What follows belongs to an exercise in optimizing a design on an open flow for a short achievable clock period and few clock cycles; a production flow would make more cautious choices.
Only simulation tests tie the RTL to the original design; equivalence was not proved.
Power is estimated from default activity; no workload was simulated.

### flow/flow/run.sh
#!/bin/bash
# The standard ORFS layout (standard.sh), with these changes:
#  - the full and half adder cells are added to DONT_USE_CELLS, so synthesis
#    leaves adders as plain gates for ABC to map for delay (the registers and
#    their cell types are the same as in the standard synthesis);
#  - ports are buffered with buf_4 (buffer_ports otherwise picks a delay
#    cell, clkdlybuf4s50_1, that footprint-matched sizing cannot leave);
#  - timing repair is asked to leave more setup slack than the default.
set -euo pipefail
W=$(pwd)
cat > "$W/flow_config.mk" <<EOC
include $W/config.mk
export BUFFER_PORTS_ARGS = -buffer_cell sky130_fd_sc_hd__buf_4
export DONT_USE_CELLS += sky130_fd_sc_hd__fa_1 sky130_fd_sc_hd__fa_2 sky130_fd_sc_hd__fa_4 sky130_fd_sc_hd__ha_1 sky130_fd_sc_hd__ha_2 sky130_fd_sc_hd__ha_4
EOC
sed "s|DESIGN_CONFIG=[^ ]*|DESIGN_CONFIG=$W/flow_config.mk|" standard.sh > flow_standard.sh
bash flow_standard.sh SETUP_SLACK_MARGIN=8 finish > run_make.log 2>&1
### flow/standard.sh
#!/bin/bash
# synth_recipe.tcl (not shown) runs the flow's synth.tcl, then flattens the netlist and writes it again
# the make line also repeats each setting of config.mk as NAME=value (left out here)
make -C /OpenROAD-flow-scripts/flow DESIGN_CONFIG=/design/flow/config.mk WORK_HOME=/design/flow/orfs CLKGATE_MAP_FILE= SYNTH_SCRIPT=/design/flow/synth_recipe.tcl "${@:-finish}"
### flow/config.mk
export PLATFORM = sky130hd
export DESIGN_NAME = CHIP
export DESIGN_NICKNAME = CHIP
export VERILOG_FILES = /design/flow/design.v
export SDC_FILE = /design/flow/constraint.sdc
export NUM_CORES = 4
export LEC_CHECK = 0
export ABC_CLOCK_PERIOD_IN_PS = 3000
export CAP_MARGIN = 20
export CELL_PAD_IN_SITES_DETAIL_PLACEMENT = 1
export CELL_PAD_IN_SITES_GLOBAL_PLACEMENT = 2
export CORE_MARGIN = 2
export CORE_UTILIZATION = 45
export PLACE_DENSITY = 0.55
export SLEW_MARGIN = 20
### flow/constraint.sdc
create_clock -name core_clock -period 13.0 [get_ports {clk}]
set_input_delay 2.6000 -clock core_clock [delete_from_list [all_inputs] [get_ports {clk}]]
set_output_delay 2.6000 -clock core_clock [all_outputs]
set_load 0.01 [all_outputs]
### flow/design.v
module CHIP(clk,
            rst_n,
            mem_wen_D,
            mem_addr_D,
            mem_wdata_D,
            mem_rdata_D,
            mem_addr_I,
            mem_rdata_I);
    input         clk, rst_n ;
    output        mem_wen_D  ;
    output [31:0] mem_addr_D ;
    output [31:0] mem_wdata_D;
    input  [31:0] mem_rdata_D;
    output [31:0] mem_addr_I ;
    input  [31:0] mem_rdata_I;
    integer i, k;
    function [5:0] clz32;
        input [31:0] v;
        integer k;
        begin
            clz32 = 6'd32;
            for (k = 0; k < 32; k = k + 1)
                if (v[k]) clz32 = 31 - k;
        end
    endfunction
    reg  [31:0] pc;                  
    reg  [31:0] rf [1:31];           
    reg         x_valid;
    reg  [31:0] x_pc, x_link, x_imm;
    reg  [31:0] x_a, x_b, x_sd;      
    reg  [31:0] x_ma, x_mb;          
    reg  [4:0]  x_rd, x_rs2;
    reg         x_we;
    reg         x_lw, x_sw, x_mul, x_div, x_beq, x_jal, x_jalr;
    reg         x_radd, x_rsub, x_rand, x_ror, x_rxor, x_rslt, x_rsra, x_rsll, x_rpci, x_rlink;
    reg  [31:0] mp_r0;
    reg  [31:0] mp_r1;
    reg  [31:0] mp_r2;
    reg  [31:0] mp_r3;
    reg  [31:0] mp_r4;
    reg  [31:0] mp_r5;
    reg  [31:0] mp_r6;
    reg  [31:0] mp_r7;
    reg  [31:0] mp_r8;
    reg  [31:0] mp_r9;
    reg         m_valid;
    reg  [31:0] m_res, m_addr, m_sd;
    reg  [4:0]  m_rd;
    reg         m_we, m_lw, m_wen, m_mul;
    reg         w_mv;
    reg  [4:0]  w_rd;
    reg  [31:0] w_ms, w_mc;
    localparam NB = 4;
    reg  [NB-1:0] bt_v;
    reg  [31:2] bt_tag [0:NB-1];
    reg  [31:2] bt_tgt [0:NB-1];
    reg  [31:0] bt_off [0:NB-1];      
    reg  [1:0]  bt_rr;
    reg         x_pred;
    reg  [31:2] x_ptgt;
    reg  [31:0] x_poff;
    reg  [1:0]  x_pidx;
    reg  [31:0] x_pcmp;              
    reg         d_busy, d_setup;
    reg  [4:0]  d_low;
    reg  [3:0]  d_n;
    reg  [31:0] d_r, d_q;
    reg  [34:0] d_d1, d_d3, d_d5, d_d7;
    reg  [3:0]  d_cnt;
    wire        m_rfwe  = m_valid & m_we & (m_rd != 5'd0);
    wire [31:0] m_wdata = m_lw ? mem_rdata_D : m_res;
    wire [31:0] w_prod  = w_ms + w_mc;
    wire        w_rfwe  = w_mv & (w_rd != 5'd0);
    assign mem_wen_D   = m_wen;
    assign mem_addr_D  = m_addr;
    assign mem_wdata_D = m_sd;
    wire [31:0] ins = mem_rdata_I;
    assign mem_addr_I = pc;
    wire [6:0]  op  = ins[6:0];
    wire [2:0]  f3  = ins[14:12];
    wire [4:0]  f_rs1 = ins[19:15];
    wire [4:0]  f_rs2 = ins[24:20];
    wire [4:0]  f_rd  = ins[11:7];
    wire f_opr  = (op == 7'b0110011);
    wire f_opi  = (op == 7'b0010011);
    wire f_aui  = (op == 7'b0010111);
    wire f_lw   = (op == 7'b0000011);
    wire f_sw   = (op == 7'b0100011);
    wire f_beq  = (op == 7'b1100011);
    wire f_jal  = (op == 7'b1101111);
    wire f_jalr = (op == 7'b1100111);
    wire f_md   = f_opr & ins[25];
    wire f_mul  = f_md & ~f3[2];
    wire f_div  = f_md & f3[2];
    wire f_alur = f_opr & ~ins[25];
    wire f_use1 = f_opr | f_opi | f_lw | f_sw | f_beq | f_jalr;
    wire f_use2 = f_opr | f_beq;
    wire f_use2s = f_use2 | f_sw;
    wire f_useimm = f_opi | f_lw | f_sw | f_jalr;
    wire f_we   = f_opr | f_opi | f_aui | f_lw | f_jal | f_jalr;
    reg [31:0] f_imm;
    always @(*) begin
        if (f_sw)       f_imm = {{20{ins[31]}}, ins[31:25], ins[11:7]};
        else if (f_beq) f_imm = {{20{ins[31]}}, ins[7], ins[30:25], ins[11:8], 1'b0};
        else if (f_jal) f_imm = {{12{ins[31]}}, ins[19:12], ins[20], ins[30:21], 1'b0};
        else if (f_aui) f_imm = {ins[31:12], 12'b0};
        else            f_imm = {{20{ins[31]}}, ins[31:20]};
    end
    reg  [31:1] m_wsel, w_wsel, k_sel;
    reg  [31:1] sel1, sel2;
    reg         byp1, byp2, wbyp1, wbyp2;
    reg  [31:0] f_v1, f_v2, f_vb;
    always @(*) begin
        for (i = 1; i < 32; i = i + 1) begin
            m_wsel[i] = m_valid & m_we & (m_rd == i);
            w_wsel[i] = w_mv & (w_rd == i) & ~m_wsel[i];
            k_sel[i]  = m_wsel[i] | w_wsel[i];
            sel1[i] = (f_rs1 == i);
            sel2[i] = (f_rs2 == i);
        end
        byp1 = |(sel1 & m_wsel);
        byp2 = |(sel2 & m_wsel);
        wbyp1 = |(sel1 & w_wsel);
        wbyp2 = |(sel2 & w_wsel);
        f_v1 = ({32{byp1}} & m_wdata) | ({32{wbyp1}} & w_prod);
        f_v2 = ({32{byp2}} & m_wdata) | ({32{wbyp2}} & w_prod);
        f_vb = ({32{byp2 & ~f_useimm}} & m_wdata) | ({32{wbyp2 & ~f_useimm}} & w_prod) | ({32{f_useimm}} & f_imm);
        for (i = 1; i < 32; i = i + 1) begin
            f_v1 = f_v1 | ({32{sel1[i] & ~k_sel[i]}} & rf[i]);
            f_v2 = f_v2 | ({32{sel2[i] & ~k_sel[i]}} & rf[i]);
            f_vb = f_vb | ({32{sel2[i] & ~k_sel[i] & ~f_useimm}} & rf[i]);
        end
    end
    wire x_wr   = x_valid & x_we & (x_rd != 5'd0);
    wire hit1   = x_wr & (x_rd == f_rs1);
    wire hit2   = x_wr & (x_rd == f_rs2);
    wire m_mwr  = m_valid & m_mul & (m_rd != 5'd0);
    wire ld_use = (x_lw & ((f_use1 & hit1) | (f_use2 & hit2)))
                | (x_mul & ((f_use1 & hit1) | (f_use2s & hit2)))
                | (m_mwr & ((f_use1 & (m_rd == f_rs1)) | (f_use2s & (m_rd == f_rs2))));
    wire [31:0] pc4 = pc + 32'd4;
    reg  [NB-1:0] bt_hit;
    reg  [31:2]   f_ptgt;
    reg  [31:0]   f_poff;
    reg  [1:0]    f_pidx;
    always @(*) begin
        f_ptgt = 30'd0;
        f_poff = 32'd0;
        f_pidx = 2'd0;
        for (i = 0; i < NB; i = i + 1) begin
            bt_hit[i] = bt_v[i] & (bt_tag[i] == pc[31:2]);
            if (bt_hit[i]) begin
                f_ptgt = f_ptgt | bt_tgt[i];
                f_poff = f_poff | bt_off[i];
                f_pidx = f_pidx | i;
            end
        end
    end
    wire f_bpred = |bt_hit;
    wire [12:0] f_jlo  = {1'b0, pc[11:0]} + {1'b0, ins[20], ins[30:21], 1'b0};
    wire        f_jfit = (ins[19:12] == {8{ins[31]}}) & (ins[20] == ins[31]) & (f_jlo[12] == ins[31]);
    wire        f_jf   = f_jal & f_jfit;
    wire [31:0] f_jtgt = {pc[31:12], f_jlo[11:0]};
    wire        f_pred = f_bpred | f_jf;
    wire [12:0] f_plo  = {1'b0, f_ptgt[11:2], 2'b00} - {1'b0, ins[31:20]};
    wire [19:0] f_php  = f_ptgt[31:12] + 20'd1;
    wire [19:0] f_phm  = f_ptgt[31:12] - 20'd1;
    wire [19:0] f_phi  = (ins[31] == f_plo[12]) ? f_ptgt[31:12] : (ins[31] ? f_php : f_phm);
    wire [31:0] f_pcmp = {f_phi, f_plo[11:0]};
    wire [31:0] a_v = x_a;
    wire [31:0] b_v = x_b;
    wire [31:0] ma_v = x_ma;
    wire [31:0] mb_v = x_mb;
    wire [31:0] sum  = a_v + b_v;
    wire [31:0] diff = a_v - b_v;
    wire        slt  = (a_v[31] ^ b_v[31]) ? a_v[31] : diff[31];
    wire [31:0] sra  = $signed(a_v) >>> x_b[4:0];
    wire [31:0] sll  = a_v << x_b[4:0];
    wire [31:0] pci  = x_pc + x_imm;
    wire        eq   = (a_v == b_v);
    wire        taken    = x_jal | x_jalr | (x_beq & eq);
    wire [31:0] target   = x_jalr ? sum : pci;
    wire        tgt_ok   = (x_poff == x_imm);
    wire        jr_ok    = (a_v == x_pcmp);
    wire        pred_ok  = x_jalr ? (x_pred & jr_ok)
                         : x_jal  ? (x_pred & tgt_ok)
                         : x_beq  ? (eq ? (x_pred & tgt_ok) : ~x_pred)
                         : ~x_pred;
    wire        redirect = x_valid & ~pred_ok;
    wire [31:0] rtarget  = taken ? target : x_link;
    wire [31:0] mul_a = ma_v;
    wire [31:0] mul_b = mb_v;
    wire [31:0] mt_p0 = {32{mul_b[0]}} & {mul_a[31:0]};
    wire [31:0] mt_p1 = {32{mul_b[1]}} & {mul_a[30:0], 1'b0};
    wire [31:0] mt_p2 = {32{mul_b[2]}} & {mul_a[29:0], 2'b0};
    wire [31:0] mt_p3 = {32{mul_b[3]}} & {mul_a[28:0], 3'b0};
    wire [31:0] mt_p4 = {32{mul_b[4]}} & {mul_a[27:0], 4'b0};
    wire [31:0] mt_p5 = {32{mul_b[5]}} & {mul_a[26:0], 5'b0};
    wire [31:0] mt_p6 = {32{mul_b[6]}} & {mul_a[25:0], 6'b0};
    wire [31:0] mt_p7 = {32{mul_b[7]}} & {mul_a[24:0], 7'b0};
    wire [31:0] mt_p8 = {32{mul_b[8]}} & {mul_a[23:0], 8'b0};
    wire [31:0] mt_p9 = {32{mul_b[9]}} & {mul_a[22:0], 9'b0};
    wire [31:0] mt_p10 = {32{mul_b[10]}} & {mul_a[21:0], 10'b0};
    wire [31:0] mt_p11 = {32{mul_b[11]}} & {mul_a[20:0], 11'b0};
    wire [31:0] mt_p12 = {32{mul_b[12]}} & {mul_a[19:0], 12'b0};
    wire [31:0] mt_p13 = {32{mul_b[13]}} & {mul_a[18:0], 13'b0};
    wire [31:0] mt_p14 = {32{mul_b[14]}} & {mul_a[17:0], 14'b0};
    wire [31:0] mt_p15 = {32{mul_b[15]}} & {mul_a[16:0], 15'b0};
    wire [31:0] mt_p16 = {32{mul_b[16]}} & {mul_a[15:0], 16'b0};
    wire [31:0] mt_p17 = {32{mul_b[17]}} & {mul_a[14:0], 17'b0};
    wire [31:0] mt_p18 = {32{mul_b[18]}} & {mul_a[13:0], 18'b0};
    wire [31:0] mt_p19 = {32{mul_b[19]}} & {mul_a[12:0], 19'b0};
    wire [31:0] mt_p20 = {32{mul_b[20]}} & {mul_a[11:0], 20'b0};
    wire [31:0] mt_p21 = {32{mul_b[21]}} & {mul_a[10:0], 21'b0};
    wire [31:0] mt_p22 = {32{mul_b[22]}} & {mul_a[9:0], 22'b0};
    wire [31:0] mt_p23 = {32{mul_b[23]}} & {mul_a[8:0], 23'b0};
    wire [31:0] mt_p24 = {32{mul_b[24]}} & {mul_a[7:0], 24'b0};
    wire [31:0] mt_p25 = {32{mul_b[25]}} & {mul_a[6:0], 25'b0};
    wire [31:0] mt_p26 = {32{mul_b[26]}} & {mul_a[5:0], 26'b0};
    wire [31:0] mt_p27 = {32{mul_b[27]}} & {mul_a[4:0], 27'b0};
    wire [31:0] mt_p28 = {32{mul_b[28]}} & {mul_a[3:0], 28'b0};
    wire [31:0] mt_p29 = {32{mul_b[29]}} & {mul_a[2:0], 29'b0};
    wire [31:0] mt_p30 = {32{mul_b[30]}} & {mul_a[1:0], 30'b0};
    wire [31:0] mt_p31 = {32{mul_b[31]}} & {mul_a[0:0], 31'b0};
    wire [31:0] mt1_s0_0 = mt_p0 ^ mt_p1 ^ mt_p2;
    wire [31:0] mt1_c0_0 = {((mt_p0[30:0] & mt_p1[30:0]) | (mt_p0[30:0] & mt_p2[30:0]) | (mt_p1[30:0] & mt_p2[30:0])), 1'b0};
    wire [31:0] mt1_s0_1 = mt_p3 ^ mt_p4 ^ mt_p5;
    wire [31:0] mt1_c0_1 = {((mt_p3[30:0] & mt_p4[30:0]) | (mt_p3[30:0] & mt_p5[30:0]) | (mt_p4[30:0] & mt_p5[30:0])), 1'b0};
    wire [31:0] mt1_s0_2 = mt_p6 ^ mt_p7 ^ mt_p8;
    wire [31:0] mt1_c0_2 = {((mt_p6[30:0] & mt_p7[30:0]) | (mt_p6[30:0] & mt_p8[30:0]) | (mt_p7[30:0] & mt_p8[30:0])), 1'b0};
    wire [31:0] mt1_s0_3 = mt_p9 ^ mt_p10 ^ mt_p11;
    wire [31:0] mt1_c0_3 = {((mt_p9[30:0] & mt_p10[30:0]) | (mt_p9[30:0] & mt_p11[30:0]) | (mt_p10[30:0] & mt_p11[30:0])), 1'b0};
    wire [31:0] mt1_s0_4 = mt_p12 ^ mt_p13 ^ mt_p14;
    wire [31:0] mt1_c0_4 = {((mt_p12[30:0] & mt_p13[30:0]) | (mt_p12[30:0] & mt_p14[30:0]) | (mt_p13[30:0] & mt_p14[30:0])), 1'b0};
    wire [31:0] mt1_s0_5 = mt_p15 ^ mt_p16 ^ mt_p17;
    wire [31:0] mt1_c0_5 = {((mt_p15[30:0] & mt_p16[30:0]) | (mt_p15[30:0] & mt_p17[30:0]) | (mt_p16[30:0] & mt_p17[30:0])), 1'b0};
    wire [31:0] mt1_s0_6 = mt_p18 ^ mt_p19 ^ mt_p20;
    wire [31:0] mt1_c0_6 = {((mt_p18[30:0] & mt_p19[30:0]) | (mt_p18[30:0] & mt_p20[30:0]) | (mt_p19[30:0] & mt_p20[30:0])), 1'b0};
    wire [31:0] mt1_s0_7 = mt_p21 ^ mt_p22 ^ mt_p23;
    wire [31:0] mt1_c0_7 = {((mt_p21[30:0] & mt_p22[30:0]) | (mt_p21[30:0] & mt_p23[30:0]) | (mt_p22[30:0] & mt_p23[30:0])), 1'b0};
    wire [31:0] mt1_s0_8 = mt_p24 ^ mt_p25 ^ mt_p26;
    wire [31:0] mt1_c0_8 = {((mt_p24[30:0] & mt_p25[30:0]) | (mt_p24[30:0] & mt_p26[30:0]) | (mt_p25[30:0] & mt_p26[30:0])), 1'b0};
    wire [31:0] mt1_s0_9 = mt_p27 ^ mt_p28 ^ mt_p29;
    wire [31:0] mt1_c0_9 = {((mt_p27[30:0] & mt_p28[30:0]) | (mt_p27[30:0] & mt_p29[30:0]) | (mt_p28[30:0] & mt_p29[30:0])), 1'b0};
    wire [31:0] mt1_s1_10 = mt1_s0_0 ^ mt1_c0_0 ^ mt1_s0_1;
    wire [31:0] mt1_c1_10 = {((mt1_s0_0[30:0] & mt1_c0_0[30:0]) | (mt1_s0_0[30:0] & mt1_s0_1[30:0]) | (mt1_c0_0[30:0] & mt1_s0_1[30:0])), 1'b0};
    wire [31:0] mt1_s1_11 = mt1_c0_1 ^ mt1_s0_2 ^ mt1_c0_2;
    wire [31:0] mt1_c1_11 = {((mt1_c0_1[30:0] & mt1_s0_2[30:0]) | (mt1_c0_1[30:0] & mt1_c0_2[30:0]) | (mt1_s0_2[30:0] & mt1_c0_2[30:0])), 1'b0};
    wire [31:0] mt1_s1_12 = mt1_s0_3 ^ mt1_c0_3 ^ mt1_s0_4;
    wire [31:0] mt1_c1_12 = {((mt1_s0_3[30:0] & mt1_c0_3[30:0]) | (mt1_s0_3[30:0] & mt1_s0_4[30:0]) | (mt1_c0_3[30:0] & mt1_s0_4[30:0])), 1'b0};
    wire [31:0] mt1_s1_13 = mt1_c0_4 ^ mt1_s0_5 ^ mt1_c0_5;
    wire [31:0] mt1_c1_13 = {((mt1_c0_4[30:0] & mt1_s0_5[30:0]) | (mt1_c0_4[30:0] & mt1_c0_5[30:0]) | (mt1_s0_5[30:0] & mt1_c0_5[30:0])), 1'b0};
    wire [31:0] mt1_s1_14 = mt1_s0_6 ^ mt1_c0_6 ^ mt1_s0_7;
    wire [31:0] mt1_c1_14 = {((mt1_s0_6[30:0] & mt1_c0_6[30:0]) | (mt1_s0_6[30:0] & mt1_s0_7[30:0]) | (mt1_c0_6[30:0] & mt1_s0_7[30:0])), 1'b0};
    wire [31:0] mt1_s1_15 = mt1_c0_7 ^ mt1_s0_8 ^ mt1_c0_8;
    wire [31:0] mt1_c1_15 = {((mt1_c0_7[30:0] & mt1_s0_8[30:0]) | (mt1_c0_7[30:0] & mt1_c0_8[30:0]) | (mt1_s0_8[30:0] & mt1_c0_8[30:0])), 1'b0};
    wire [31:0] mt1_s1_16 = mt1_s0_9 ^ mt1_c0_9 ^ mt_p30;
    wire [31:0] mt1_c1_16 = {((mt1_s0_9[30:0] & mt1_c0_9[30:0]) | (mt1_s0_9[30:0] & mt_p30[30:0]) | (mt1_c0_9[30:0] & mt_p30[30:0])), 1'b0};
    wire [31:0] mt1_s2_17 = mt1_s1_10 ^ mt1_c1_10 ^ mt1_s1_11;
    wire [31:0] mt1_c2_17 = {((mt1_s1_10[30:0] & mt1_c1_10[30:0]) | (mt1_s1_10[30:0] & mt1_s1_11[30:0]) | (mt1_c1_10[30:0] & mt1_s1_11[30:0])), 1'b0};
    wire [31:0] mt1_s2_18 = mt1_c1_11 ^ mt1_s1_12 ^ mt1_c1_12;
    wire [31:0] mt1_c2_18 = {((mt1_c1_11[30:0] & mt1_s1_12[30:0]) | (mt1_c1_11[30:0] & mt1_c1_12[30:0]) | (mt1_s1_12[30:0] & mt1_c1_12[30:0])), 1'b0};
    wire [31:0] mt1_s2_19 = mt1_s1_13 ^ mt1_c1_13 ^ mt1_s1_14;
    wire [31:0] mt1_c2_19 = {((mt1_s1_13[30:0] & mt1_c1_13[30:0]) | (mt1_s1_13[30:0] & mt1_s1_14[30:0]) | (mt1_c1_13[30:0] & mt1_s1_14[30:0])), 1'b0};
    wire [31:0] mt1_s2_20 = mt1_c1_14 ^ mt1_s1_15 ^ mt1_c1_15;
    wire [31:0] mt1_c2_20 = {((mt1_c1_14[30:0] & mt1_s1_15[30:0]) | (mt1_c1_14[30:0] & mt1_c1_15[30:0]) | (mt1_s1_15[30:0] & mt1_c1_15[30:0])), 1'b0};
    wire [31:0] mt1_s2_21 = mt1_s1_16 ^ mt1_c1_16 ^ mt_p31;
    wire [31:0] mt1_c2_21 = {((mt1_s1_16[30:0] & mt1_c1_16[30:0]) | (mt1_s1_16[30:0] & mt_p31[30:0]) | (mt1_c1_16[30:0] & mt_p31[30:0])), 1'b0};
    wire [31:0] mt2_s0_0 = mp_r0 ^ mp_r1 ^ mp_r2;
    wire [31:0] mt2_c0_0 = {((mp_r0[30:0] & mp_r1[30:0]) | (mp_r0[30:0] & mp_r2[30:0]) | (mp_r1[30:0] & mp_r2[30:0])), 1'b0};
    wire [31:0] mt2_s0_1 = mp_r3 ^ mp_r4 ^ mp_r5;
    wire [31:0] mt2_c0_1 = {((mp_r3[30:0] & mp_r4[30:0]) | (mp_r3[30:0] & mp_r5[30:0]) | (mp_r4[30:0] & mp_r5[30:0])), 1'b0};
    wire [31:0] mt2_s0_2 = mp_r6 ^ mp_r7 ^ mp_r8;
    wire [31:0] mt2_c0_2 = {((mp_r6[30:0] & mp_r7[30:0]) | (mp_r6[30:0] & mp_r8[30:0]) | (mp_r7[30:0] & mp_r8[30:0])), 1'b0};
    wire [31:0] mt2_s1_3 = mt2_s0_0 ^ mt2_c0_0 ^ mt2_s0_1;
    wire [31:0] mt2_c1_3 = {((mt2_s0_0[30:0] & mt2_c0_0[30:0]) | (mt2_s0_0[30:0] & mt2_s0_1[30:0]) | (mt2_c0_0[30:0] & mt2_s0_1[30:0])), 1'b0};
    wire [31:0] mt2_s1_4 = mt2_c0_1 ^ mt2_s0_2 ^ mt2_c0_2;
    wire [31:0] mt2_c1_4 = {((mt2_c0_1[30:0] & mt2_s0_2[30:0]) | (mt2_c0_1[30:0] & mt2_c0_2[30:0]) | (mt2_s0_2[30:0] & mt2_c0_2[30:0])), 1'b0};
    wire [31:0] mt2_s2_5 = mt2_s1_3 ^ mt2_c1_3 ^ mt2_s1_4;
    wire [31:0] mt2_c2_5 = {((mt2_s1_3[30:0] & mt2_c1_3[30:0]) | (mt2_s1_3[30:0] & mt2_s1_4[30:0]) | (mt2_c1_3[30:0] & mt2_s1_4[30:0])), 1'b0};
    wire [31:0] mt2_s3_6 = mt2_s2_5 ^ mt2_c2_5 ^ mt2_c1_4;
    wire [31:0] mt2_c3_6 = {((mt2_s2_5[30:0] & mt2_c2_5[30:0]) | (mt2_s2_5[30:0] & mt2_c1_4[30:0]) | (mt2_c2_5[30:0] & mt2_c1_4[30:0])), 1'b0};
    wire [31:0] mt2_s4_7 = mt2_s3_6 ^ mt2_c3_6 ^ mp_r9;
    wire [31:0] mt2_c4_7 = {((mt2_s3_6[30:0] & mt2_c3_6[30:0]) | (mt2_s3_6[30:0] & mp_r9[30:0]) | (mt2_c3_6[30:0] & mp_r9[30:0])), 1'b0};
    wire [31:0] mt_s = mt2_s4_7;
    wire [31:0] mt_c = mt2_c4_7;
    wire        dv_zero = (mb_v == 32'd0);
    wire        dv_lt   = (ma_v < mb_v);
    reg  [31:0] dv_any, dv_two;      
    reg  [31:0] dv_sh;
    always @(*) begin
        dv_any = mb_v;
        dv_two = 32'd0;
        for (i = 1; i < 32; i = i * 2)
            for (k = 0; k + i < 32; k = k + 2 * i) begin
                dv_two[k] = dv_two[k] | dv_two[k + i] | (dv_any[k] & dv_any[k + i]);
                dv_any[k] = dv_any[k] | dv_any[k + i];
            end
        dv_sh = 32'd0;
        for (k = 0; k < 32; k = k + 1)
            dv_sh = dv_sh | ({32{mb_v[k]}} & (ma_v >> k));
    end
    wire        dv_p2   = ~dv_two[0];
    wire        dv_triv = dv_zero | dv_lt | dv_p2;
    wire        dv_start = x_valid & x_div & ~d_busy & ~d_setup & ~dv_triv;
    wire [5:0]  clza = clz32(ma_v);
    wire [5:0]  clzb = clz32(mb_v);
    wire [4:0]  dv_s = clzb[4:0] - clza[4:0];
    reg  [4:0]  dv_low;
    reg  [3:0]  dv_n;
    always @(*) begin
        dv_low = 5'd0; dv_n = 4'd1;
        for (i = 0; i < 32; i = i + 1)
            if (dv_s == i) begin dv_low = (i / 3) * 3; dv_n = i / 3 + 1; end
    end
    wire [34:0] b3 = {3'b0, mb_v} + {2'b0, mb_v, 1'b0};
    wire [34:0] b5 = {3'b0, mb_v} + {1'b0, mb_v, 2'b0};
    wire [34:0] b7 = {mb_v, 3'b0} - {3'b0, mb_v};
    wire [35:0] dr1 = {4'b0, d_r} - {1'b0, d_d1};
    wire [35:0] dr2 = {4'b0, d_r} - {d_d1, 1'b0};
    wire [35:0] dr3 = {4'b0, d_r} - {1'b0, d_d3};
    wire [35:0] dr4 = {4'b0, d_r} - {d_d1[33:0], 2'b0};
    wire [35:0] dr5 = {4'b0, d_r} - {1'b0, d_d5};
    wire [35:0] dr6 = {4'b0, d_r} - {d_d3, 1'b0};
    wire [35:0] dr7 = {4'b0, d_r} - {1'b0, d_d7};
    reg  [2:0]  dq;
    reg  [31:0] dr_n;
    always @(*) begin
        if (!dr7[35])      begin dq = 3'd7; dr_n = dr7[31:0]; end
        else if (!dr6[35]) begin dq = 3'd6; dr_n = dr6[31:0]; end
        else if (!dr5[35]) begin dq = 3'd5; dr_n = dr5[31:0]; end
        else if (!dr4[35]) begin dq = 3'd4; dr_n = dr4[31:0]; end
        else if (!dr3[35]) begin dq = 3'd3; dr_n = dr3[31:0]; end
        else if (!dr2[35]) begin dq = 3'd2; dr_n = dr2[31:0]; end
        else if (!dr1[35]) begin dq = 3'd1; dr_n = dr1[31:0]; end
        else               begin dq = 3'd0; dr_n = d_r;        end
    end
    wire [31:0] dq_n  = {d_q[28:0], dq};
    wire        d_last = d_busy & (d_cnt == 4'd1);
    wire        x_stall = dv_start | d_setup | (d_busy & ~d_last);
    wire [31:0] div_res = d_busy ? dq_n : dv_zero ? 32'hffffffff : dv_lt ? 32'd0 : dv_sh;
    wire [31:0] x_res_e =
          ({32{x_rand}}  & (a_v & b_v))
        | ({32{x_ror}}   & (a_v | b_v))
        | ({32{x_rxor}}  & (a_v ^ b_v))
        | ({32{x_rslt}}  & {31'd0, slt})
        | ({32{x_rsra}}  & sra)
        | ({32{x_rsll}}  & sll)
        | ({32{x_rpci}}  & pci)
        | ({32{x_rlink}} & x_link)
        | ({32{x_div}}   & div_res);
    wire [31:0] x_res = ({32{x_radd}} & sum) | ({32{x_rsub}} & diff) | x_res_e;
    wire x_sfw = (x_rs2 == m_rd) & m_rfwe;
    always @(posedge clk or negedge rst_n) begin
        if (!rst_n) begin
            pc      <= 32'h00010000;
            bt_v    <= {NB{1'b0}};
            bt_rr   <= 2'd0;
            x_valid <= 1'b0;
            w_mv    <= 1'b0;
            m_valid <= 1'b0;
            m_wen   <= 1'b0;
            d_busy  <= 1'b0;
            d_setup <= 1'b0;
        end else begin
            if (redirect)                 pc <= rtarget;
            else if (!(x_stall | ld_use)) pc <= f_jf ? f_jtgt : f_bpred ? {f_ptgt, 2'b00} : pc4;
            if (x_valid & taken & ~pred_ok & ~x_pred) bt_rr <= bt_rr + 2'd1;
            if (x_valid & ~pred_ok) begin
                if (taken & ~x_pred) bt_v[bt_rr] <= 1'b1;
                if (~taken)          bt_v[x_pidx] <= 1'b0;
            end
            if (!x_stall) x_valid <= ~(redirect | ld_use);
            w_mv    <= m_valid & m_mul;
            m_valid <= x_valid & ~x_stall;
            m_wen   <= x_valid & ~x_stall & x_sw;
            d_setup <= dv_start;
            if (d_setup)     d_busy <= 1'b1;
            else if (d_last) d_busy <= 1'b0;
        end
    end
    always @(posedge clk) begin
        x_pc   <= pc;
        x_link <= pc4;
        x_imm  <= f_imm;
        x_a    <= hit1 ? x_res : f_v1;
        x_b    <= (hit2 & ~f_useimm) ? x_res : f_vb;
        x_sd   <= hit2 ? x_res : f_v2;
        x_rs2  <= f_rs2;
        x_ptgt <= f_jf ? f_jtgt[31:2] : f_ptgt;
        x_poff <= f_jf ? f_imm : f_poff;
        x_pidx <= f_pidx;
        x_pcmp <= f_pcmp;
        x_ma   <= {32{f_md}} & (hit1 ? x_res : f_v1);
        x_mb   <= {32{f_md}} & (hit2 ? x_res : f_v2);
        if (!x_stall) begin
            x_rd   <= f_rd;
            x_pred <= f_pred;
            x_we   <= f_we;
            x_lw   <= f_lw;
            x_sw   <= f_sw;
            x_mul  <= f_mul;
            x_div  <= f_div;
            x_beq  <= f_beq;
            x_jal  <= f_jal;
            x_jalr <= f_jalr;
            x_radd <= (f_alur & (f3 == 3'b000) & ~ins[30]) | (f_opi & (f3 == 3'b000)) | f_lw | f_sw;
            x_rsub <= f_alur & (f3 == 3'b000) & ins[30];
            x_rand <= f_alur & (f3 == 3'b111);
            x_ror  <= f_alur & (f3 == 3'b110);
            x_rxor <= f_alur & (f3 == 3'b100);
            x_rslt <= f_opi & (f3 == 3'b010);
            x_rsra <= f_opi & (f3 == 3'b101);
            x_rsll <= f_opi & (f3 == 3'b001);
            x_rpci <= f_aui;
            x_rlink <= f_jal | f_jalr;
        end
        if (x_valid & taken & ~pred_ok) begin
            bt_tag[x_pred ? x_pidx : bt_rr] <= x_pc[31:2];
            bt_tgt[x_pred ? x_pidx : bt_rr] <= target[31:2];
            bt_off[x_pred ? x_pidx : bt_rr] <= x_imm;
        end
        mp_r0 <= mt1_s2_17;
        mp_r1 <= mt1_c2_17;
        mp_r2 <= mt1_s2_18;
        mp_r3 <= mt1_c2_18;
        mp_r4 <= mt1_s2_19;
        mp_r5 <= mt1_c2_19;
        mp_r6 <= mt1_s2_20;
        mp_r7 <= mt1_c2_20;
        mp_r8 <= mt1_s2_21;
        mp_r9 <= mt1_c2_21;
        m_res  <= x_res;
        m_addr <= sum;
        m_sd   <= x_sfw ? m_wdata : x_sd;
        w_ms   <= mt_s;
        w_mc   <= mt_c;
        w_rd   <= m_rd;
        m_rd   <= x_rd;
        m_we   <= x_we & ~x_mul;
        m_lw   <= x_lw;
        m_mul  <= x_mul;
        if (dv_start) begin
            d_r   <= ma_v;
            d_q   <= 32'd0;
            d_low <= dv_low;
            d_n   <= dv_n;
            d_d1  <= {3'b0, mb_v};
            d_d3  <= b3;
            d_d5  <= b5;
            d_d7  <= b7;
        end else if (d_setup) begin
            d_d1  <= d_d1 << d_low;
            d_d3  <= d_d3 << d_low;
            d_d5  <= d_d5 << d_low;
            d_d7  <= d_d7 << d_low;
            d_cnt <= d_n;
        end else if (d_busy) begin
            d_r   <= dr_n;
            d_q   <= dq_n;
            d_d1  <= d_d1 >> 3;
            d_d3  <= d_d3 >> 3;
            d_d5  <= d_d5 >> 3;
            d_d7  <= d_d7 >> 3;
            d_cnt <= d_cnt - 4'd1;
        end
    end
    always @(posedge clk or negedge rst_n) begin
        if (!rst_n) begin
            for (i = 1; i < 32; i = i + 1)
                rf[i] <= (i == 2) ? 32'hbffffff0 : (i == 3) ? 32'h10008000 : 32'd0;
        end else begin
            for (i = 1; i < 32; i = i + 1)
                if (m_rfwe && m_rd == i) rf[i] <= m_wdata;
                else if (w_rfwe && w_rd == i) rf[i] <= w_prod;
        end
    end
endmodule
==> summary.md, run 1 <==
| Metric | Value |
|---|---|
| Clk sink count | `around 2,300` |
| Crit end category | `flop` |
| Hold_sp | `mp_r0[1]$_DFF_P_` |
| Fin crit share | `0.398` |
| Clk latency of the worst-skew pair | `1.00 ns` |
| Number of buffers on the longest clock path | `4` |
| Area of the mapped netlist | `156,000 um2` |
| Clock-pin transition on the worst setup and hold timing paths | `0.06 ns` |
| Initial DRC Count | `31,695` |
| Cell variety after synth | `roughly 120` |
| Hold_buf cts | `0` |
| Least-Margin Pin Slew | `roughly 1.3 ns` |
| Initial core utilization | `0.452` |
| Worst min path class | `reg -> reg` |
| Largest net degree at the start of global routing | `~170` |
| # fillers | `~40,000` |
| Post-synth EDFFs | `between 500 and 600` |
| Yosys reg bits | `around 2,300` |
| Finished Core Util | `0.516` |
| Asr flop ratio synth | `0.451` |
| Status | `complete, no violations` |
| DR vias | `about 170k` |
| Chip height | `593 um` |
| Top FF cell, synth | `dfrtp_1` |
| CTS tree | `built` |
| HPWL Detailed | `around 640 mm` |
| Post-synthesis simple-gate area fraction | `0.161` |
| Post-route DRC violation count | `0` |
| Total track usage | `0.527` |
| Crit-path max FO | `6` |
| Layout cells sized above 1 | `0.133` |
| RePlAce Congestion | `between 1 and 1.5` |
| Post-synthesis mux area share | `0.0352` |
| Fin crit period | `just over 5 ns` |
| Crit path launch type | `flop` |
| Synthesized-area fraction occupied by xor and xnor cells | `0.104` |
| Post-Syn Instances | `approximately 19,000` |
| Fmax | `roughly 0.19 GHz` |
| Hold-critical path depth | `0` |
| Slew Limit Fails | `0` |
| Reg2reg end | `x_ma[31]$_DFF_P_` |
| Area Overhead vs Synth | `14.3%` |
| Setup CP Type | `reg -> reg` |
| Hold EP | `w_ms[1]$_DFF_P_` |
| Full die area | `352,000 um2` |
| Placement row count | `approximately 220` |
| Slew HR | `0.0921` |
| Cell area after layout | `~180,000 um2` |
| Worst R2R Setup Slack | `between 7 and 8 ns` |
| I/O pin total | `between 150 and 200` |
| Root Driver | `clkbuf_16` |
| Routed len/inst | `a little over 40 um` |
| Leak | `roughly 64 nW` |
| First-pass GRT wire length | `around 1300 mm` |
| Largest family of logic cells by synthesized area | `compound AO/OA/AOI/OAI gates` |
| Fin Setup TNS | `0 ns` |
| Worst vdd ir | `0.226 mV` |
| Fin nets | `around 19,000` |
| Critical Path Start | `x_b[13]$_DFF_P_` |
| Final Hold Viols | `0` |
| Compound-gate portion of the synthesized area | `0.245` |
| Power, Total | `~23 mW` |
| Post-DP Area | `163,000 um2` |
| WP data arrival | `around 6.0 ns` |
| Synth Net Count | `about 19,000` |
| Yosys warns | `2` |
| RSZ-0062 raised after global routing | `yes` |
| # port buffers | `around 160` |
| Core area | `~350,000 um2` |
| Skew final | `a little over 0.09 ns` |
| Post-Synth Adder-Cell Area | `0.0389` |
| Total grt overflow | `0` |
| Syn_area_per_cell | `about 8.3 um2` |
| Post-DRT Antenna Nets | `0` |
| Sequential-to-total area share from yosys stat | `0.364` |
| Worst Path Required | `roughly 14 ns` |
| Setup-failing EPs final | `0` |
| DIE WIDTH | `593 um` |
| Drt pass-1 iters | `13` |
| Vias per cell | `roughly 7.5` |
| FF-to-FF Start | `x_b[13]$_DFF_P_` |
| Post-Route WL | `between 900 and 1000 mm` |
| Initial antenna violation count | `around 100` |
| H-tree depth | `5` |
| Max Cap Viol | `0` |
| CTS buffer count | `approximately 280` |
| PwrDens | `between 100 and 150 nW/um2` |
| Worst Reg2Reg Path Length in Cells | `14` |
| Vias in the first global route | `between 150k and 200k` |
## stage by stage
step | cells | worst slack, ns | hold slack (ns)
2_1_floorplan | 18894 | 7.20 | 0.310
3_3_place_gp | 22465 | 5.85 | 0.312
3_5_place_dp | 22465 | 5.84 | 0.319
4_1_cts | 23104 | 7.93 | 0.323
5_1_grt | 23284 | 7.78 | 0.331
6_report | 23349 | 7.83 | 0.322
## cells in the final DEF (no fill, tap or decap), types with 293 or more instances in the layout
cell type | synthesis | final
maj3_1 | 580 | 573
nor2_1 | 1716 | 1653
a21oi_1 | 1472 | 1448
clkbuf_16 | 0 | 293
buf_4 | 14 | 903
xor2_1 | 523 | 516
a22oi_1 | 929 | 927
inv_1 | 313 | 297
nand2_1 | 2435 | 2378
edfxtp_1 | 574 | 574
dfxtp_1 | 685 | 599
xnor2_1 | 1324 | 1281
dfrtp_1 | 1006 | 988
a211oi_1 | 530 | 517
o21ai_0 | 1191 | 1156
nand4_1 | 314 | 314
## worst max path at each step
stage,end,slack [ns],cells past startpoint
6_report,x_ma[31]$_DFF_P_,7.83,14
5_1_grt,pc[25]$_DFFE_PN0P_,7.78,19
4_1_cts,pc[14]$_DFFE_PN0P_,7.93,17
3_5_place_dp,x_b[7]$_DFF_P_,5.84,11
3_3_place_gp,x_b[7]$_DFF_P_,5.85,11
2_1_floorplan,pc[10]$_DFFE_PN0P_,7.20,16
## state kept, by name (all words and copies together), names as in the netlist, 35 cells and up
signal	cells
rf	992
bt_off	128
bt_tag	120
bt_tgt	120
d_d1	35
d_d3	35
d_d5	35
d_d7	35
## repair_timing
item	CTS	global route
resized for setup	379	301
pin swaps	52	84
endpoints found under the setup margin	1022	616
buffers inserted	119	157
hold endpoints to repair	0	0
cloned	13	8
## report_power, final
group          internal [mW]  switching (mW)
logic                   1.71            3.57
clock network           4.82            3.65
registers               8.12            1.15
## layout make-up
type | count | area (um2) | area share
Multi-Input combinational cell | 14484 | 95300 | 0.534
Sequential cell | 2295 | 57100 | 0.320
Timing Repair Buffer | 1045 | 9140 | 0.0512
Clock buffer | 396 | 8060 | 0.0452
Tap cell | 4578 | 5730 | 0.0321
Clock inverter | 111 | 1500 | 0.00839
Inverter | 362 | 1430 | 0.00799
Antenna cell | 78 | 195 | 0.00109
## cell usage after synthesis (all sizes together) (95+ instances only)
cell type	n	area [um2]
o22ai	139	876
nand3	262	1310
a221oi	234	2060
mux4	95	2140
nor2	1721	6470
clkbuf	1401	5260
nand2	2435	9140
a22o	133	1160
a21oi	1476	7400
a211oi	536	4050
dfxtp	685	13700
o21ai	1236	6200
xnor2	1324	11600
nor4	111	701
nor3	256	1280
o221ai	141	1230
nand2b	151	945
buf	360	1510
nor2b	176	1100
edfxtp	574	17200
inv	328	1230
xor2	523	4580
nand4	314	1960
o211ai	140	1060
dfrtp	1006	25200
maj3	604	6080
a31oi	256	1600
mux2i	262	2620
a22oi	929	6970
## logic make-up (layout without fill, tap and decap cells)
logic type                 after synthesis  count (layout)
AOI/OAI and AO/OA                     5860            5860
and+or+nand+nor                       5743            5751
DFF                                   2295            2295
buffers and inverters                 2123            1914
xor gates and xnor gates              1847            1847
adders and majority gates              604             604
muxes                                  422             422
other                                    0              78
## worst max-delay path: stages (launching register included)
cell	delay [ns]
dfxtp_1	0.72
xnor2_2	0.25
nand4_1	0.18
or4_1	0.56
or2_1	0.27
o211ai_2	0.36
a2bb2oi_1	0.22
maj3_2	0.37
maj3_2	0.43
o21ai_2	0.33
o32a_1	0.22
o311a_1	0.42
nand3_2	0.21
o21a_2	0.32
nor2b_1	0.15
## layer usage
layer,vias to the layer above,track usage,routed length (um),part of all wire
li1,67681,-,-,-
met1,86511,0.657,352000,0.36
met2,15049,0.720,377000,0.39
met3,4670,0.225,146000,0.15
met4,74,0.383,92200,0.095
met5,-,0.0280,1530,0.0016
Testbench counts, summed over its fixed seeds: cycles 19,436.
==> run 2: changes to the inputs <==
--- a/flow/design.v
+++ b/flow/design.v
@@ -29,6 +29,7 @@
     reg  [31:0] x_pc, x_link, x_imm;
     reg  [31:0] x_a, x_b, x_sd;      
     reg  [31:0] x_ma, x_mb;          
+    reg  [31:0] x_da, x_db;          
     reg  [4:0]  x_rd, x_rs2;
     reg         x_we;
     reg         x_lw, x_sw, x_mul, x_div, x_beq, x_jal, x_jalr;
@@ -59,8 +60,8 @@
     reg         x_pred;
     reg  [31:2] x_ptgt;
     reg  [31:0] x_poff;
+    reg         x_jok;               
     reg  [1:0]  x_pidx;
-    reg  [31:0] x_pcmp;              
     reg         d_busy, d_setup;
     reg  [4:0]  d_low;
     reg  [3:0]  d_n;
@@ -157,20 +158,18 @@
         end
     end
     wire f_bpred = |bt_hit;
-    wire [12:0] f_jlo  = {1'b0, pc[11:0]} + {1'b0, ins[20], ins[30:21], 1'b0};
-    wire        f_jfit = (ins[19:12] == {8{ins[31]}}) & (ins[20] == ins[31]) & (f_jlo[12] == ins[31]);
-    wire        f_jf   = f_jal & f_jfit;
-    wire [31:0] f_jtgt = {pc[31:12], f_jlo[11:0]};
+    wire [8:0]  f_jlo  = {1'b0, pc[7:0]} + {1'b0, ins[27:21], 1'b0};
+    wire        f_jf   = f_jal & (ins[19:12] == {8{ins[31]}}) & (ins[20] == ins[31])
+                       & (ins[30:28] == {3{ins[31]}});
+    wire        f_jok  = (f_jlo[8] == ins[31]);
+    wire [31:0] f_jtgt = {pc[31:8], f_jlo[7:0]};
     wire        f_pred = f_bpred | f_jf;
-    wire [12:0] f_plo  = {1'b0, f_ptgt[11:2], 2'b00} - {1'b0, ins[31:20]};
-    wire [19:0] f_php  = f_ptgt[31:12] + 20'd1;
-    wire [19:0] f_phm  = f_ptgt[31:12] - 20'd1;
-    wire [19:0] f_phi  = (ins[31] == f_plo[12]) ? f_ptgt[31:12] : (ins[31] ? f_php : f_phm);
-    wire [31:0] f_pcmp = {f_phi, f_plo[11:0]};
     wire [31:0] a_v = x_a;
     wire [31:0] b_v = x_b;
     wire [31:0] ma_v = x_ma;
     wire [31:0] mb_v = x_mb;
+    wire [31:0] da_v = x_da;
+    wire [31:0] db_v = x_db;
     wire [31:0] sum  = a_v + b_v;
     wire [31:0] diff = a_v - b_v;
     wire        slt  = (a_v[31] ^ b_v[31]) ? a_v[31] : diff[31];
@@ -180,8 +179,8 @@
     wire        eq   = (a_v == b_v);
     wire        taken    = x_jal | x_jalr | (x_beq & eq);
     wire [31:0] target   = x_jalr ? sum : pci;
-    wire        tgt_ok   = (x_poff == x_imm);
-    wire        jr_ok    = (a_v == x_pcmp);
+    wire        tgt_ok   = (x_poff == x_imm) & x_jok;
+    wire        jr_ok    = (a_v == x_poff);
     wire        pred_ok  = x_jalr ? (x_pred & jr_ok)
                          : x_jal  ? (x_pred & tgt_ok)
                          : x_beq  ? (eq ? (x_pred & tgt_ok) : ~x_pred)
@@ -284,12 +283,12 @@
     wire [31:0] mt2_c4_7 = {((mt2_s3_6[30:0] & mt2_c3_6[30:0]) | (mt2_s3_6[30:0] & mp_r9[30:0]) | (mt2_c3_6[30:0] & mp_r9[30:0])), 1'b0};
     wire [31:0] mt_s = mt2_s4_7;
     wire [31:0] mt_c = mt2_c4_7;
-    wire        dv_zero = (mb_v == 32'd0);
-    wire        dv_lt   = (ma_v < mb_v);
+    wire        dv_zero = (db_v == 32'd0);
+    wire        dv_lt   = (da_v < db_v);
     reg  [31:0] dv_any, dv_two;      
     reg  [31:0] dv_sh;
     always @(*) begin
-        dv_any = mb_v;
+        dv_any = db_v;
         dv_two = 32'd0;
         for (i = 1; i < 32; i = i * 2)
             for (k = 0; k + i < 32; k = k + 2 * i) begin
@@ -298,13 +297,13 @@
             end
         dv_sh = 32'd0;
         for (k = 0; k < 32; k = k + 1)
-            dv_sh = dv_sh | ({32{mb_v[k]}} & (ma_v >> k));
+            dv_sh = dv_sh | ({32{db_v[k]}} & (da_v >> k));
     end
     wire        dv_p2   = ~dv_two[0];
     wire        dv_triv = dv_zero | dv_lt | dv_p2;
     wire        dv_start = x_valid & x_div & ~d_busy & ~d_setup & ~dv_triv;
-    wire [5:0]  clza = clz32(ma_v);
-    wire [5:0]  clzb = clz32(mb_v);
+    wire [5:0]  clza = clz32(da_v);
+    wire [5:0]  clzb = clz32(db_v);
     wire [4:0]  dv_s = clzb[4:0] - clza[4:0];
     reg  [4:0]  dv_low;
     reg  [3:0]  dv_n;
@@ -313,9 +312,9 @@
         for (i = 0; i < 32; i = i + 1)
             if (dv_s == i) begin dv_low = (i / 3) * 3; dv_n = i / 3 + 1; end
     end
-    wire [34:0] b3 = {3'b0, mb_v} + {2'b0, mb_v, 1'b0};
-    wire [34:0] b5 = {3'b0, mb_v} + {1'b0, mb_v, 2'b0};
-    wire [34:0] b7 = {mb_v, 3'b0} - {3'b0, mb_v};
+    wire [34:0] b3 = {3'b0, db_v} + {2'b0, db_v, 1'b0};
+    wire [34:0] b5 = {3'b0, db_v} + {1'b0, db_v, 2'b0};
+    wire [34:0] b7 = {db_v, 3'b0} - {3'b0, db_v};
     wire [35:0] dr1 = {4'b0, d_r} - {1'b0, d_d1};
     wire [35:0] dr2 = {4'b0, d_r} - {d_d1, 1'b0};
     wire [35:0] dr3 = {4'b0, d_r} - {1'b0, d_d3};
@@ -389,10 +388,12 @@
         x_rs2  <= f_rs2;
         x_ptgt <= f_jf ? f_jtgt[31:2] : f_ptgt;
         x_poff <= f_jf ? f_imm : f_poff;
+        x_jok  <= ~f_jf | f_jok;
         x_pidx <= f_pidx;
-        x_pcmp <= f_pcmp;
-        x_ma   <= {32{f_md}} & (hit1 ? x_res : f_v1);
-        x_mb   <= {32{f_md}} & (hit2 ? x_res : f_v2);
+        x_ma   <= {32{f_mul}} & (hit1 ? x_res : f_v1);
+        x_mb   <= {32{f_mul}} & (hit2 ? x_res : f_v2);
+        x_da   <= {32{f_div}} & (hit1 ? x_res : f_v1);
+        x_db   <= {32{f_div}} & (hit2 ? x_res : f_v2);
         if (!x_stall) begin
             x_rd   <= f_rd;
             x_pred <= f_pred;
@@ -418,7 +419,7 @@
         if (x_valid & taken & ~pred_ok) begin
             bt_tag[x_pred ? x_pidx : bt_rr] <= x_pc[31:2];
             bt_tgt[x_pred ? x_pidx : bt_rr] <= target[31:2];
-            bt_off[x_pred ? x_pidx : bt_rr] <= x_imm;
+            bt_off[x_pred ? x_pidx : bt_rr] <= x_jalr ? a_v : x_imm;
         end
         mp_r0 <= mt1_s2_17;
         mp_r1 <= mt1_c2_17;
@@ -440,29 +441,27 @@
         m_we   <= x_we & ~x_mul;
         m_lw   <= x_lw;
         m_mul  <= x_mul;
-        if (dv_start) begin
-            d_r   <= ma_v;
-            d_q   <= 32'd0;
-            d_low <= dv_low;
-            d_n   <= dv_n;
-            d_d1  <= {3'b0, mb_v};
-            d_d3  <= b3;
-            d_d5  <= b5;
-            d_d7  <= b7;
-        end else if (d_setup) begin
+        if (dv_start)    d_r <= da_v;
+        else if (d_busy) d_r <= dr_n;
+        d_q   <= d_busy ? dq_n : 32'd0;
+        d_low <= dv_low;
+        d_n   <= dv_n;
+        d_cnt <= d_setup ? d_n : d_cnt - 4'd1;
+        if (d_setup) begin
             d_d1  <= d_d1 << d_low;
             d_d3  <= d_d3 << d_low;
             d_d5  <= d_d5 << d_low;
             d_d7  <= d_d7 << d_low;
-            d_cnt <= d_n;
         end else if (d_busy) begin
-            d_r   <= dr_n;
-            d_q   <= dq_n;
             d_d1  <= d_d1 >> 3;
             d_d3  <= d_d3 >> 3;
             d_d5  <= d_d5 >> 3;
             d_d7  <= d_d7 >> 3;
-            d_cnt <= d_cnt - 4'd1;
+        end else begin
+            d_d1  <= {3'b0, db_v};
+            d_d3  <= b3;
+            d_d5  <= b5;
+            d_d7  <= b7;
         end
     end
     always @(posedge clk or negedge rst_n) begin
==> summary.md, run 2 <==
| Metric | Value |
|---|---|
| Status | `complete, no violations (unchanged)` |
| Fin Setup TNS | `0 ns (unchanged)` |
| Switching share of power | `0.392 (was 0.363)` |
| Grt peak-use layer | `met2 (unchanged)` |
| Met1 usage | `0.647 (was 0.657)` |
| Non-filler instance count after layout | `23,208 (was 23,349)` |
| Regs by FF count | `rf (992), bt_off (128) (unchanged)` |
| PwrDens | `137 nW/um2 (was 129 nW/um2)` |
| Most numerous cell in the Yosys netlist | `nand2_1 (unchanged)` |
| Cell variety after synth | `134 (was 115)` |
| RSZ-0062 raised after global routing | `yes (unchanged)` |
| Total grt overflow | `0 (unchanged)` |
| Sequential-to-total area share from yosys stat | `0.361 (was 0.364)` |
| Ranking of synthesized cells by area | `dfrtp_1, dfxtp_1, edfxtp_1 (was dfrtp_1, edfxtp_1, dfxtp_1)` |
| Post-DRT Antenna Nets | `0 (unchanged)` |
| Crit-path max FO | `31 (was 6)` |
| Drt pass-1 iters | `13 (unchanged)` |
| Leak | `60.8 nW (was 63.9 nW)` |
| Setup CP Type | `reg -> reg (unchanged)` |
| Initial antenna violation count | `161 (was 102)` |
| # port buffers | `162 (unchanged)` |
| Sequential power share | `0.395 (was 0.403)` |
| Layout cells sized above 1 | `0.130 (was 0.133)` |
| Met2 GRT Util | `0.734 (was 0.720)` |
| Post-Syn Instances | `18,850 (was 18,894)` |
| Full die area | `350,000 um2 (was 352,000 um2)` |
| Internal power | `14.7 mW (was 14.6 mW)` |
| RePlAce Congestion | `1.08 (about the same)` |
| Post-route DRC violation count | `0 (unchanged)` |
| Chip height | `592 um (was 593 um)` |
| Post-synth EDFFs | `429 (was 574)` |
| Clock power frac | `0.343 (was 0.368)` |
| Clock-pin transition on the worst setup and hold timing paths | `0.07 ns (was 0.06 ns)` |
| Largest Register | `rf (unchanged)` |
| Slowest cell on crit path | `o2111ai_1 (was dfxtp_1)` |
| Area of the mapped netlist | `156,000 um2 (about the same)` |
| First-pass GRT wire length | `1350 mm (was 1310 mm)` |
| Root Driver | `clkbuf_16 (unchanged)` |
| Setup-failing EPs final | `0 (unchanged)` |
| Vias per cell | `7.48 (was 7.45)` |
| Total track usage | `0.547 (was 0.527)` |
| Hold_buf cts | `0 (unchanged)` |
| GR Util met3 | `0.258 (was 0.225)` |
| Comb pwr share | `0.263 (was 0.229)` |
| Clk sink count | `2,329 (was 2,295)` |
| Final worst setup slack | `7.77 ns (was 7.83 ns)` |
| Max reg flops | `992 (unchanged)` |
| Commonest non-fill, non-tap cell in the layout | `nand2_1 (unchanged)` |
| Worst vdd ir | `0.222 mV (was 0.226 mV)` |
| WP data arrival | `6.19 ns (was 6.01 ns)` |
| Worst min path class | `reg -> reg (unchanged)` |
| Synth area leader | `dfrtp_1 (unchanged)` |
| Synth cell count leaders | `nand2_1, nor2_1, clkbuf_1 (was nand2_1, nor2_1, a21oi_1)` |
| Cells along the critical path | `buf_4 > clkinv_2 > a21oi_1 > nand3_1 > nor4_2 > nand2_1 > a31oi_2 > o31ai_4 > buf_6 > nor2_1 > nor2_1 > o2111ai_1 > o21ai_0 > nor2_1 (was xnor2_2 > nand4_1 > or4_1 > or2_1 > o211ai_2 > a2bb2oi_1 > maj3_2 > maj3_2 > o21ai_2 > o32a_1 > o311a_1 > nand3_2 > o21a_2 > nor2b_1)` |
| DIE WIDTH | `592 um (was 593 um)` |
| Fin crit period | `5.23 ns (was 5.17 ns)` |
| CP peak stage delay | `1.13 ns (was 0.72 ns)` |
| I/O pin total | `163 (unchanged)` |
| Asr flop ratio synth | `0.445 (was 0.451)` |
| Crit path launch type | `flop (unchanged)` |
| CTS tree | `built (unchanged)` |
| Post-Route WL | `996 mm (was 969 mm)` |
| CTS buffer count | `277 (unchanged)` |
| Fin nets | `18,346 (was 18,531)` |
| Slew Limit Fails | `0 (unchanged)` |
| Vias in the first global route | `163,271 (was 162,961)` |
| Yosys reg bits | `2,329 (was 2,295)` |
| Clk latency of the worst-skew pair | `1.06 ns (was 1.00 ns)` |
| Fmax | `0.191 GHz (was 0.193 GHz)` |
| Placement row count | `215 (was 216)` |
| Fin crit share | `0.402 (was 0.398)` |
| # fillers | `39,830 (was 39,978)` |
| Core area | `344,000 um2 (was 346,000 um2)` |
| Number of buffers on the longest clock path | `4 (unchanged)` |
| Commonest cells after routing, fill and taps aside | `nand2_1, nor2_1, xnor2_1, a21oi_1, o21ai_0 (was nand2_1, nor2_1, a21oi_1, xnor2_1, o21ai_0)` |
| Routed len/inst | `42.9 um (was 41.5 um)` |
| Post-DP Area | `162,000 um2 (was 163,000 um2)` |
| Synth Net Count | `18,916 (was 18,960)` |
| Crit end category | `flop (unchanged)` |
| Initial core utilization | `0.453 (was 0.452)` |
| Syn_area_per_cell | `8.25 um2 (was 8.26 um2)` |
| Largest net degree at the start of global routing | `156 (was 168)` |
| Yosys warns | `2 (unchanged)` |
| HPWL Detailed | `656 mm (was 639 mm)` |
| Area Overhead vs Synth | `13.2% (was 14.3%)` |
| Worst Path Required | `13.96 ns (was 13.84 ns)` |
| Sw Pwr | `9.47 mW (was 8.36 mW)` |
| Cell area after layout | `176,000 um2 (was 178,000 um2)` |
| CP dominant cell by count | `nor2_1 (was maj3_2)` |
| Slew HR | `0.0523 (was 0.0921)` |
| Max Cap Viol | `0 (unchanged)` |
| H-tree depth | `5 (unchanged)` |
| Final Hold Viols | `0 (unchanged)` |
| Dpl cells | `22,397 (was 22,465)` |
| Dpl ws | `6.10 ns (was 5.84 ns)` |
| Least-Margin Pin Slew | `1.42 ns (was 1.35 ns)` |
| Skew final | `0.119 ns (was 0.0905 ns)` |
| Top FF cell, synth | `dfrtp_1 (unchanged)` |
| DR vias | `173,502 (was 173,985)` |
| Synth top area share | `0.162 (was 0.161)` |
| Initial DRC Count | `29,888 (was 31,695)` |
run 2: cell count changes in the layout (fill, tap and decap cells not counted), sizes merged, moves of 126 or more:
| cell | previous run | this run |
|---|---|---|
| a21oi | 1476 | 1233 |
| a221oi | 234 | 385 |
| a22oi | 929 | 734 |
| a31oi | 256 | 382 |
| dfxtp | 685 | 864 |
| edfxtp | 574 | 429 |
| o21ai | 1236 | 1101 |
run 2: routing by layer:
metal	vias up	share of wire	wire length, um
met5	-	0.0026	2550
li1	67242	-	-
met1	86006	0.35	352000
met3	5001	0.15	150000
met4	115	0.11	107000
met2	15138	0.39	384000
run 2: stage by stage:
step                total power [mW]  hold slack (ns)   util
floorplan                       11.8            0.310      -
global placement                15.0            0.315  0.473
detailed placement              15.1            0.319  0.473
CTS                             23.3            0.335  0.506
global route                    24.3            0.343  0.512
finish                          24.1            0.334  0.512
run 2: power by group through the flow:
stage / logic [mW] / clock network (mW) / registers [mW]
6_report: 6.34 / 8.27 / 9.52
5_1_grt: 6.37 / 8.50 / 9.45
4_1_cts: 5.73 / 8.21 / 9.38
3_5_place_dp: 5.57 / 0 / 9.51
3_3_place_gp: 5.48 / 0 / 9.51
2_1_floorplan: 3.12 / 0 / 8.69
run 2: logic make-up (layout without fill, tap and decap cells):
| kind of cell | count (synthesis) | in the layout | synth area share |
|---|---|---|---|
| adders and majority gates | 604 | 604 | 0.0393 |
| AOI/OAI and AO/OA | 5755 | 5755 | 0.248 |
| xor gates and xnor gates | 1808 | 1808 | 0.102 |
| DFF | 2329 | 2329 | 0.361 |
| other | 0 | 141 | 0 |
| buffers and inverters | 2183 | 1839 | 0.0539 |
| muxes | 439 | 439 | 0.0354 |
| and+or+nand+nor | 5732 | 5736 | 0.160 |
run 2: final timing paths:
kind                                       start                endpoint  slack [ns]  cells past startpoint
worst max-delay path            x_da[25]$_DFF_P_         x_ma[3]$_DFF_P_        7.77                     14
worst min-delay path            mp_r0[3]$_DFF_P_         w_ms[3]$_DFF_P_        0.33                      0
worst max register to register  x_da[25]$_DFF_P_         x_ma[3]$_DFF_P_        7.77                     14
worst min register to register  mp_r0[3]$_DFF_P_         w_ms[3]$_DFF_P_        0.33                      0
max in group asynchronous                  rst_n  rf[28][19]$_DFFE_PN0P_        9.16                      3
min in group asynchronous                  rst_n      pc[13]$_DFFE_PN0P_        1.55                      1
run 2: layout make-up:
class	count	area [um2]	area share
Clock inverter	137	1520	0.00864
Tap cell	4557	5700	0.0324
Multi-Input combinational cell	14342	94600	0.537
Antenna cell	141	353	0.00200
Clock buffer	372	7820	0.0444
Timing Repair Buffer	981	8410	0.0478
Sequential cell	2329	56300	0.320
Inverter	349	1390	0.00788
run 2: what timing repair did:
item,in CTS,in global routing
setup endpoints to repair,813,521
cloned,6,3
gates resized for setup,277,269
pin swaps,35,48
buffers inserted,69,77
hold endpoints to repair,0,0
run 2: critical path: cells and delay by family, from the launching register on:
family / cells / cell delay, ns
AND/OR/NAND/NOR: 6 / 1.22
AO/OA/AOI/OAI: 5 / 2.57
flip-flops: 1 / 0.31
buffers and inverters: 3 / 1.07
Testbench counts of run 2, summed over its fixed seeds: cycles 19,509.

==> port drivers added, routing unchanged <==
The flow's constraints put no driver on any port. The routed layouts listed below were extracted and timed again, unchanged, in two steps.
Step 1 (the two cells are an assumption about what drives the block):
set clk [get_ports {clk}]
set_driving_cell -lib_cell sky130_fd_sc_hd__clkbuf_16 $clk
set_driving_cell -lib_cell sky130_fd_sc_hd__buf_2 [delete_from_list [all_inputs] $clk]
Step 2 times the ports against the registers' clock, not the clock port: input delays grow and output delays shrink by t, the midpoint of the rising clock arrivals with the driver on.
Three values: ideal ports, drivers, drivers and shift; two values: the first two.
| run | t, ns | slack for setup (ns) | worst hold slack (ns) | worst register clock-pin slew, ns |
|---|---|---|---|---|
| run 1 | 1.081 | 7.830 / 7.827 / 6.746 | 0.322 / 0.322 / 0.322 | 0.07 / 0.07 |
| run 2 | 1.133 | 7.775 / 7.673 / 6.540 | 0.334 / 0.334 / 0.334 | 0.08 / 0.08 |
After both steps setup and hold are still met in every run listed. The setup slack of run 2, which loses most, moves by -0.102 ns with the drivers and by -1.235 ns with both steps.
